This is an optimization exercise on Yosys and OpenROAD, whose aim is small area, not a production implementation.
Function was checked by simulation only, so behaviour that the tests miss may differ from the original.
No activity file was given, so power comes from the tool's default toggle rates.

== run a ==
==> module hex_to_7seg, before the edit <==
module hex_to_7seg (
    input  wire [3:0] hex_in,
    output wire [6:0] seg_out   
);
    localparam [15:0] T_A = 16'b0111010011111100;
    localparam [15:0] T_B = 16'b0101010111011111;
    localparam [15:0] T_C = 16'b0111011111101111;
    localparam [15:0] T_D = 16'b0111000011110000;
    localparam [15:0] T_E = 16'b0010001011010000;
    localparam [15:0] T_F = 16'b0110011011101010;
    localparam [15:0] T_G = 16'b1111111101111010;
    assign seg_out = {T_G[hex_in], T_F[hex_in], T_E[hex_in], T_D[hex_in],
                      T_C[hex_in], T_B[hex_in], T_A[hex_in]};
endmodule
==> module seven_seg_driver, before the edit <==
module seven_seg_driver (
    input  wire        clk,
    input  wire        reset,
    input  wire [1:0]  state,
    input  wire [11:0] digits,
    output wire [6:0]  seg_out,
    output wire [3:0]  digit_sel
);
    localparam [5:0] PRE_START = 6'b000110;
    localparam [5:0] PRE_END   = 6'b110001;
    reg [5:0] prescaler;
    reg [1:0] idx;
    reg       started;
    wire pre_end = (prescaler == PRE_END);
    always @(posedge clk or posedge reset) begin
        if (reset) begin
            prescaler <= PRE_START;
            idx <= 2'd0;
            started <= 1'b0;
        end else begin
            prescaler <= {prescaler[4:0], prescaler[5] ^ prescaler[4] ^ (prescaler[4:0] == 5'd0)};
            if (pre_end) begin
                started <= 1'b1;
                if (started) idx <= {idx[0], ~idx[1]};
            end
        end
    end
    wire show_digit = (state == 2'b01) & (idx != 2'b00);
    wire [3:0] nib = idx[1] ? (idx[0] ? digits[7:4] : digits[3:0]) : digits[11:8];
    wire [6:0] digit_seg;
    hex_to_7seg decoder_inst (.hex_in(nib), .seg_out(digit_seg));
    reg [6:0] char_seg;
    always @(*) begin
        case ({state, idx})
            4'b10_00: char_seg = 7'b1110011;   
            4'b10_01: char_seg = 7'b1110111;   
            4'b10_11: char_seg = 7'b1101101;   
            4'b10_10: char_seg = 7'b1101101;   
            4'b11_00: char_seg = 7'b1110001;   
            4'b11_01: char_seg = 7'b1110111;   
            4'b11_11: char_seg = 7'b0000110;   
            4'b11_10: char_seg = 7'b0111000;   
            default:  char_seg = 7'b1000000;   
        endcase
    end
    wire [6:0] seg = show_digit ? digit_seg : char_seg;
    assign seg_out = (!started && prescaler[2]) ? 7'b0000000 : seg;
    assign digit_sel = (!started && prescaler[1]) ? 4'b1111 :
                       {~(idx == 2'b00), ~(idx == 2'b01), ~(idx == 2'b11), ~(idx == 2'b10)};
endmodule
==> flow/config.mk <==
export PLATFORM = sky130hd
export DESIGN_NAME = keypad_password_system
export DESIGN_NICKNAME = keypad_password_system
export VERILOG_FILES = /design/flow/design.v
export SDC_FILE = /design/flow/constraint.sdc
export NUM_CORES = 4
export LEC_CHECK = 0
export CAP_MARGIN = 20
export CORE_MARGIN = 2
export CORE_UTILIZATION = 55
export SLEW_MARGIN = 20
==> flow/constraint.sdc <==
create_clock -name core_clock -period 10.0 [get_ports {clk}]
set_input_delay 2.0000 -clock core_clock [delete_from_list [all_inputs] [get_ports {clk}]]
set_output_delay 2.0000 -clock core_clock [all_outputs]
set_load 0.01 [all_outputs]
standard.sh (not shown) runs the stock make flow with config.mk's settings and CLKGATE_MAP_FILE= SYNTH_SCRIPT=/design/flow/synth_recipe.tcl, a recipe that flattens the netlist after the stock synthesis.
==> flow/flow/run.sh <==
#!/bin/bash
# Layout flow: the standard ORFS flow (standard.sh, unchanged synthesis),
# with two settings changed:
#  - clock tree synthesis without dummy load cells,
#  - the smallest buffer (buf_1) for the input and output port buffers.
# The whole make output goes to flow_standard.log in the work folder.
set -euo pipefail
export CTS_ARGS="-sink_clustering_enable -repair_clock_nets -dont_use_dummy_load -buf_list sky130_fd_sc_hd__clkbuf_4"
export BUFFER_PORTS_ARGS="-buffer_cell sky130_fd_sc_hd__buf_1"
bash standard.sh > flow_standard.log 2>&1
diff inputs: run a => run b
-- flow/design.v --
<<< run a, line 3
    output wire [6:0] seg_out   
);
    localparam [15:0] T_A = 16'b0111010011111100;
    localparam [15:0] T_B = 16'b0101010111011111;
    localparam [15:0] T_C = 16'b0111011111101111;
    localparam [15:0] T_D = 16'b0111000011110000;
    localparam [15:0] T_E = 16'b0010001011010000;
    localparam [15:0] T_F = 16'b0110011011101010;
    localparam [15:0] T_G = 16'b1111111101111010;
    assign seg_out = {T_G[hex_in], T_F[hex_in], T_E[hex_in], T_D[hex_in],
                      T_C[hex_in], T_B[hex_in], T_A[hex_in]};
>>> run b, line 3
    output wire [6:0] seg_out   
);
    localparam [15:0] T_A = 16'b0111000011111100;
    localparam [15:0] T_B = 16'b0101010111011111;
    localparam [15:0] T_C = 16'b0111011111101111;
    localparam [15:0] T_D = 16'b0111000011110000;
    localparam [15:0] T_E = 16'b0010010111010000;
    localparam [15:0] T_F = 16'b0110011011101010;
    localparam [15:0] T_G = 16'b1111000001110010;
    assign seg_out = {T_G[hex_in], T_F[hex_in], T_E[hex_in], T_D[hex_in],
                      T_C[hex_in], T_B[hex_in], T_A[hex_in]};
<<< run a, line 206
    end
    wire [6:0] seg = show_digit ? digit_seg : char_seg;
    assign seg_out = (!started && prescaler[2]) ? 7'b0000000 : seg;
    assign digit_sel = (!started && prescaler[1]) ? 4'b1111 :
                       {~(idx == 2'b00), ~(idx == 2'b01), ~(idx == 2'b11), ~(idx == 2'b10)};
endmodule
module keypad_password_system (
>>> run b, line 206
    end
    wire [6:0] seg = show_digit ? digit_seg : char_seg;
    assign seg_out = {seg[6] & ~(!started && prescaler[2]), seg[5:0]};
    assign digit_sel = {~(idx == 2'b00) | (!started && prescaler[1]),
                        ~(idx == 2'b01), ~(idx == 2'b11), ~(idx == 2'b10)};
endmodule
module keypad_password_system (
Notes after the runs:
Run b completed end to end with timing, DRC and antenna clean. Against run a as the reference, run b delivers a lower setup slack of the worst register-to-register path. Relative to run a, area growth from synthesis to layout increased by 1.7 points in run b. Run a → run b: top achievable clock speed has increased, design area has decreased, final worst clock skew has increased. Changes observed in run b relative to run a: post-route non-filler standard cell count decreased by 2.6% relative to the old numbers, net count reported at finish decreased by about 2.5% relative to the old numbers. Run b vs run a — number of well-tap cells placed dropped by a few percent. Run b vs. run a: clock group share of total power decreased 0.2 points; worst stage delay on the critical path decreased 0.14 ns. Summary — transition time of the tightest slew-check pin, run b relative to run a: lower, by 0.33 ns.


The RTL this note starts from:
==> flow/design.v <==
module hex_to_7seg (
    input  wire [4:0] code,
    output reg  [6:0] seg_out   
);
    reg [3:0] hex;
    always @(*) begin
        if (code[4])
            hex = code[3:0];
        else
            case (code[3:0])
                4'b0000: hex = 4'h1; 4'b0001: hex = 4'h4; 4'b0010: hex = 4'h7; 4'b0011: hex = 4'hE;
                4'b0100: hex = 4'h2; 4'b0101: hex = 4'h5; 4'b0110: hex = 4'h8; 4'b0111: hex = 4'h0;
                4'b1000: hex = 4'h3; 4'b1001: hex = 4'h6; 4'b1010: hex = 4'h9; 4'b1011: hex = 4'hF;
                4'b1100: hex = 4'hA; 4'b1101: hex = 4'hB; 4'b1110: hex = 4'hC; default: hex = 4'hD;
            endcase
        case (hex)
            4'h0: seg_out = 7'b0111111;
            4'h1: seg_out = 7'b0000110;
            4'h2: seg_out = 7'b1011011;
            4'h3: seg_out = 7'b1001111;
            4'h4: seg_out = 7'b1100110;
            4'h5: seg_out = 7'b1101101;
            4'h6: seg_out = 7'b1111101;
            4'h7: seg_out = 7'b0000111;
            4'h8: seg_out = 7'b1111111;
            4'h9: seg_out = 7'b1101111;
            4'hA: seg_out = 7'b1110111;   
            4'hB: seg_out = 7'b1110011;   
            4'hC: seg_out = 7'b1101101;   
            4'hD: seg_out = 7'b1110001;   
            4'hE: seg_out = 7'b0111000;   
            default: seg_out = 7'b1000000;   
        endcase
    end
endmodule
module keypad_scanner (
    input  wire       clk,
    input  wire       reset,
    input  wire [3:0] rows,
    output wire [3:0] cols,
    output wire [3:0] key_pos,     
    output wire       key_apply    
);
    reg [5:0] scan_timer;
    reg [1:0] scan_index;
    wire scan_tick = (scan_timer == 6'b001001);
    always @(posedge clk or posedge reset) begin
        if (reset) begin
            scan_timer <= 6'd0;
            scan_index <= 2'd0;
        end else if (scan_tick) begin
            scan_timer <= 6'd0;
            scan_index <= scan_index + 2'd1;
        end else begin
            scan_timer <= {scan_timer[4:0], ~(scan_timer[5] ^ scan_timer[4])};
        end
    end
    assign cols = ~(4'b0001 << scan_index);
    reg [3:0] row_sync1, row_sync2;
    always @(posedge clk) begin
        row_sync1 <= rows;
        row_sync2 <= row_sync1;
    end
    reg row_changed;
    always @(posedge clk)
        row_changed <= reset ? (row_sync1 != 4'b1111) : (row_sync1 != row_sync2);
    reg [2:0] debounce_counter;
    reg       deb_valid;
    reg [1:0] deb_row;
    wire       one_low = (row_sync2 == 4'b1110) | (row_sync2 == 4'b1101) |
                         (row_sync2 == 4'b1011) | (row_sync2 == 4'b0111);
    wire [1:0] low_row = {~row_sync2[2] | ~row_sync2[3], ~row_sync2[1] | ~row_sync2[3]};
    always @(posedge clk or posedge reset) begin
        if (reset) begin
            debounce_counter <= 3'd0;
            deb_valid <= 1'b0;
        end else if (row_changed) begin
            debounce_counter <= 3'd0;
        end else if (debounce_counter < 3'd4) begin
            debounce_counter <= debounce_counter + 3'd1;
        end else begin
            deb_valid <= one_low;
        end
    end
    always @(posedge clk)
        if (!row_changed && debounce_counter == 3'd4)
            deb_row <= low_row;
    wire key_found = deb_valid & ~(scan_index == 2'd2 & deb_row == 2'd3);
    reg [2:0] state;
    reg [3:0] detected_key;
    reg [11:0] release_timer;
    localparam [11:0] RELEASE_END = 12'b010000001101;   
    wire waiting = (state >= 3'd2);
    always @(posedge clk or posedge reset) begin
        if (reset) begin
            state <= 3'd0;
        end else begin
            case (state)
                3'd0: if (key_found) state <= 3'd1;
                3'd6: if (!key_found && release_timer == RELEASE_END) state <= 3'd0;
                default: state <= state + 3'd1;
            endcase
        end
    end
    always @(posedge clk) begin
        if (state == 3'd0)
            detected_key <= {scan_index, deb_row};
        release_timer <= (waiting && !key_found) ?
            {release_timer[10:0], ~(release_timer[11] ^ release_timer[5] ^ release_timer[3] ^ release_timer[0])} : 12'd0;
    end
    assign key_pos = detected_key;
    assign key_apply = (state == 3'd5);
endmodule
module password_fsm (
    input  wire        clk,
    input  wire        reset,
    input  wire [3:0]  key_pos,
    input  wire        key_apply,
    output reg  [1:0]  state,
    output reg  [11:0] digits
);
    localparam S_IDLE     = 2'b00;
    localparam S_ENTERING = 2'b01;
    localparam S_SUCCESS  = 2'b10;
    localparam S_FAIL     = 2'b11;
    localparam [3:0] P_EMPTY = 4'b1011;   
    localparam [3:0] P_1 = 4'b0000, P_2 = 4'b0100, P_3 = 4'b1000, P_4 = 4'b0001;
    localparam [3:0] P_C = 4'b1110, P_E = 4'b0011;
    wire is_digit = (key_pos[3:2] != 2'd3) & ~(key_pos[1:0] == 2'd3 & key_pos[3:2] != 2'd1);
    wire is_clear = (key_pos == P_C);
    wire is_enter = (key_pos == P_E);
    wire full = (digits[11:8] != P_EMPTY);
    wire pass = (digits == {P_1, P_2, P_3}) & (key_pos == P_4);
    reg [16:0] timer;
    wire timer_done = (timer == 17'b00101010001101011);   
    always @(posedge clk or posedge reset) begin
        if (reset) begin
            state <= S_IDLE;
        end else begin
            case (state)
                S_IDLE:
                    if (key_apply && is_digit) state <= S_ENTERING;
                S_ENTERING:
                    if (key_apply) begin
                        if (is_clear) state <= S_IDLE;
                        else if (is_enter) state <= S_FAIL;
                        else if (is_digit && full) state <= pass ? S_SUCCESS : S_FAIL;
                    end
                default:
                    if (timer_done) state <= S_IDLE;
            endcase
        end
    end
    always @(posedge clk) begin
        timer <= state[1] ? {timer[15:0], ~(timer[16] ^ timer[13])} : 17'd0;
        if (key_apply && is_digit) begin
            if (state == S_IDLE)
                digits <= {P_EMPTY, P_EMPTY, key_pos};
            else if (state == S_ENTERING)
                digits <= {digits[7:0], key_pos};
        end
    end
endmodule
module seven_seg_driver (
    input  wire        clk,
    input  wire        reset,
    input  wire [1:0]  state,
    input  wire [11:0] digits,
    output wire [6:0]  seg_out,
    output wire [3:0]  digit_sel
);
    localparam [5:0] PRE_START = 6'b000110;
    localparam [5:0] PRE_END   = 6'b110001;
    reg [5:0] prescaler;
    reg [1:0] idx;
    reg       started;
    wire pre_end = (prescaler == PRE_END);
    always @(posedge clk or posedge reset) begin
        if (reset) begin
            prescaler <= PRE_START;
            idx <= 2'd0;
            started <= 1'b0;
        end else begin
            prescaler <= {prescaler[4:0], prescaler[5] ^ prescaler[4] ^ (prescaler[4:0] == 5'd0)};
            if (pre_end) begin
                started <= 1'b1;
                if (started) idx <= idx + 2'd1;
            end
        end
    end
    reg  [4:0] ch;    
    always @(*) begin
        case (state)
            2'b00: ch = 5'h1F;                        
            2'b01: case (idx)                         
                       2'd0: ch = 5'h1F;
                       2'd1: ch = {1'b0, digits[11:8]};
                       2'd2: ch = {1'b0, digits[7:4]};
                       default: ch = {1'b0, digits[3:0]};
                   endcase
            2'b10: case (idx)                         
                       2'd0: ch = 5'h1B;
                       2'd1: ch = 5'h1A;
                       default: ch = 5'h1C;
                   endcase
            default: case (idx)                       
                       2'd0: ch = 5'h1D;
                       2'd1: ch = 5'h1A;
                       2'd2: ch = 5'h11;
                       default: ch = 5'h1E;
                   endcase
        endcase
    end
    wire [6:0] seg;
    hex_to_7seg decoder_inst (.code(ch), .seg_out(seg));
    assign seg_out = (!started && prescaler[2]) ? 7'b0000000 : seg;
    assign digit_sel = (!started && prescaler[1]) ? 4'b1111 : ~(4'b1000 >> idx);
endmodule
module keypad_password_system (
    input  wire       clk,
    input  wire       reset_n,
    input  wire [3:0] keypad_rows,
    output wire [3:0] keypad_cols,
    output wire [6:0] seg_out,
    output wire [3:0] digit_sel
);
    wire reset = ~reset_n;
    wire       key_apply;    
    wire [3:0] key_pos;      
    wire [1:0] fsm_state;
    wire [11:0] fsm_digits;
    keypad_scanner u_keypad (
        .clk(clk),
        .reset(reset),
        .rows(keypad_rows),
        .cols(keypad_cols),
        .key_pos(key_pos),
        .key_apply(key_apply)
    );
    password_fsm u_fsm (
        .clk(clk),
        .reset(reset),
        .key_pos(key_pos),
        .key_apply(key_apply),
        .state(fsm_state),
        .digits(fsm_digits)
    );
    seven_seg_driver u_display (
        .clk(clk),
        .reset(reset),
        .state(fsm_state),
        .digits(fsm_digits),
        .seg_out(seg_out),
        .digit_sel(digit_sel)
    );
endmodule
==> flow/config.mk <==
export PLATFORM = sky130hd
export DESIGN_NAME = keypad_password_system
export DESIGN_NICKNAME = keypad_password_system
export VERILOG_FILES = /design/flow/design.v
export SDC_FILE = /design/flow/constraint.sdc
export NUM_CORES = 4
export LEC_CHECK = 0
export CAP_MARGIN = 20
export CORE_MARGIN = 2
export CORE_UTILIZATION = 40
export SLEW_MARGIN = 20
==> flow/constraint.sdc <==
create_clock -name core_clock -period 10.0 [get_ports {clk}]
set_input_delay 2.0000 -clock core_clock [delete_from_list [all_inputs] [get_ports {clk}]]
set_output_delay 2.0000 -clock core_clock [all_outputs]
set_load 0.01 [all_outputs]
run.sh (not shown) runs the stock make flow with config.mk's settings and CLKGATE_MAP_FILE= SYNTH_SCRIPT=/design/flow/synth_recipe.tcl, a recipe that flattens the netlist after the stock synthesis.
Stock flow here: none of the scripts above is used.
Next try:
--- a/flow/design.v
+++ b/flow/design.v
@@ -42,18 +42,18 @@
     output wire       key_apply    
 );
     reg [5:0] scan_timer;
     reg [1:0] scan_index;
-    wire scan_tick = (scan_timer == 6'b001001);
+    wire scan_tick = (scan_timer == 6'd49);
     always @(posedge clk or posedge reset) begin
         if (reset) begin
             scan_timer <= 6'd0;
             scan_index <= 2'd0;
         end else if (scan_tick) begin
             scan_timer <= 6'd0;
             scan_index <= scan_index + 2'd1;
         end else begin
-            scan_timer <= {scan_timer[4:0], ~(scan_timer[5] ^ scan_timer[4])};
+            scan_timer <= scan_timer + 6'd1;
         end
     end
     assign cols = ~(4'b0001 << scan_index);
     reg [3:0] row_sync1, row_sync2;
@@ -88,26 +88,24 @@
     wire key_found = deb_valid & ~(scan_index == 2'd2 & deb_row == 2'd3);
     reg [2:0] state;
     reg [3:0] detected_key;
     reg [11:0] release_timer;
-    localparam [11:0] RELEASE_END = 12'b010000001101;   
     wire waiting = (state >= 3'd2);
     always @(posedge clk or posedge reset) begin
         if (reset) begin
             state <= 3'd0;
         end else begin
             case (state)
                 3'd0: if (key_found) state <= 3'd1;
-                3'd6: if (!key_found && release_timer == RELEASE_END) state <= 3'd0;
+                3'd6: if (!key_found && release_timer == 12'd2500) state <= 3'd0;
                 default: state <= state + 3'd1;
             endcase
         end
     end
     always @(posedge clk) begin
         if (state == 3'd0)
             detected_key <= {scan_index, deb_row};
-        release_timer <= (waiting && !key_found) ?
-            {release_timer[10:0], ~(release_timer[11] ^ release_timer[5] ^ release_timer[3] ^ release_timer[0])} : 12'd0;
+        release_timer <= (waiting && !key_found) ? release_timer + 12'd1 : 12'd0;
     end
     assign key_pos = detected_key;
     assign key_apply = (state == 3'd5);
 endmodule
@@ -131,9 +129,9 @@
     wire is_enter = (key_pos == P_E);
     wire full = (digits[11:8] != P_EMPTY);
     wire pass = (digits == {P_1, P_2, P_3}) & (key_pos == P_4);
     reg [16:0] timer;
-    wire timer_done = (timer == 17'b00101010001101011);   
+    wire timer_done = (timer == 17'd99999);
     always @(posedge clk or posedge reset) begin
         if (reset) begin
             state <= S_IDLE;
         end else begin
@@ -151,9 +149,9 @@
             endcase
         end
     end
     always @(posedge clk) begin
-        timer <= state[1] ? {timer[15:0], ~(timer[16] ^ timer[13])} : 17'd0;
+        timer <= state[1] ? timer + 17'd1 : 17'd0;
         if (key_apply && is_digit) begin
             if (state == S_IDLE)
                 digits <= {P_EMPTY, P_EMPTY, key_pos};
             else if (state == S_ENTERING)
@@ -168,27 +166,20 @@
     input  wire [11:0] digits,
     output wire [6:0]  seg_out,
     output wire [3:0]  digit_sel
 );
-    localparam [5:0] PRE_START = 6'b000110;
-    localparam [5:0] PRE_END   = 6'b110001;
-    reg [5:0] prescaler;
-    reg [1:0] idx;
+    reg [7:0] counter;
     reg       started;
-    wire pre_end = (prescaler == PRE_END);
-    always @(posedge clk or posedge reset) begin
-        if (reset) begin
-            prescaler <= PRE_START;
-            idx <= 2'd0;
+    always @(posedge clk or posedge reset) begin
+        if (reset) begin
+            counter <= 8'd252;
             started <= 1'b0;
         end else begin
-            prescaler <= {prescaler[4:0], prescaler[5] ^ prescaler[4] ^ (prescaler[4:0] == 5'd0)};
-            if (pre_end) begin
-                started <= 1'b1;
-                if (started) idx <= idx + 2'd1;
-            end
-        end
-    end
+            counter <= counter + 8'd1;
+            started <= started | (counter[1] & counter[0]);
+        end
+    end
+    wire [1:0] idx = started ? counter[7:6] : 2'd0;
     reg  [4:0] ch;    
     always @(*) begin
         case (state)
             2'b00: ch = 5'h1F;                        
@@ -212,10 +203,10 @@
         endcase
     end
     wire [6:0] seg;
     hex_to_7seg decoder_inst (.code(ch), .seg_out(seg));
-    assign seg_out = (!started && prescaler[2]) ? 7'b0000000 : seg;
-    assign digit_sel = (!started && prescaler[1]) ? 4'b1111 : ~(4'b1000 >> idx);
+    assign seg_out = (!started && !counter[1]) ? 7'b0000000 : seg;
+    assign digit_sel = (!started && counter[1:0] == 2'd0) ? 4'b1111 : ~(4'b1000 >> idx);
 endmodule
 module keypad_password_system (
     input  wire       clk,
     input  wire       reset_n,
The new run produced a clean layout.
Synthesized area climbs by 7.7%.
Non-clock buffer count climbs by 1.
Sequential power drops by about 4%.
Design area climbs by 5.4%.
Total power drops by 15%.
Final cell count climbs by 13%.
Hold slack got worse by 9.6 ps.
Utilization drops by 0.71 points.
Combinational power drops by 24%.

==> what the ideal ports hide <==
How much do the figures lean on ideal ports? The routed layouts below were timed once more, with nothing changed but the port constraints. Step 1 sets driving cells, clkbuf_16 on the clock port and buf_2 on the other inputs (assumed; they add their load-dependent delay and slew). Step 2 adds t to the input delays and takes it off the output delays; t is the mean of the earliest and latest rising clock arrival at the registers after step 1. Input paths then give back, and output paths get back, about the clock's delay inside the block. Slacks: no drivers / after step 1 / after step 2; pairs: no drivers / after step 1.
| run | t, ns | setup WS [ns] | worst data-port slew with drivers (ns) |
|---|---|---|---|
| run a | 0.413 | 5.319 / 5.295 / 5.708 | 0.03 |
| run b | 0.419 | 5.386 / 5.362 / 5.781 | 0.03 |
| the first run of note 2 | 0.372 | 3.448 / 3.420 / 3.792 | 0.03 |
| the second run of note 2 | 0.376 | 3.874 / 3.842 / 4.218 | 0.03 |
After both steps every run listed still meets setup and hold.
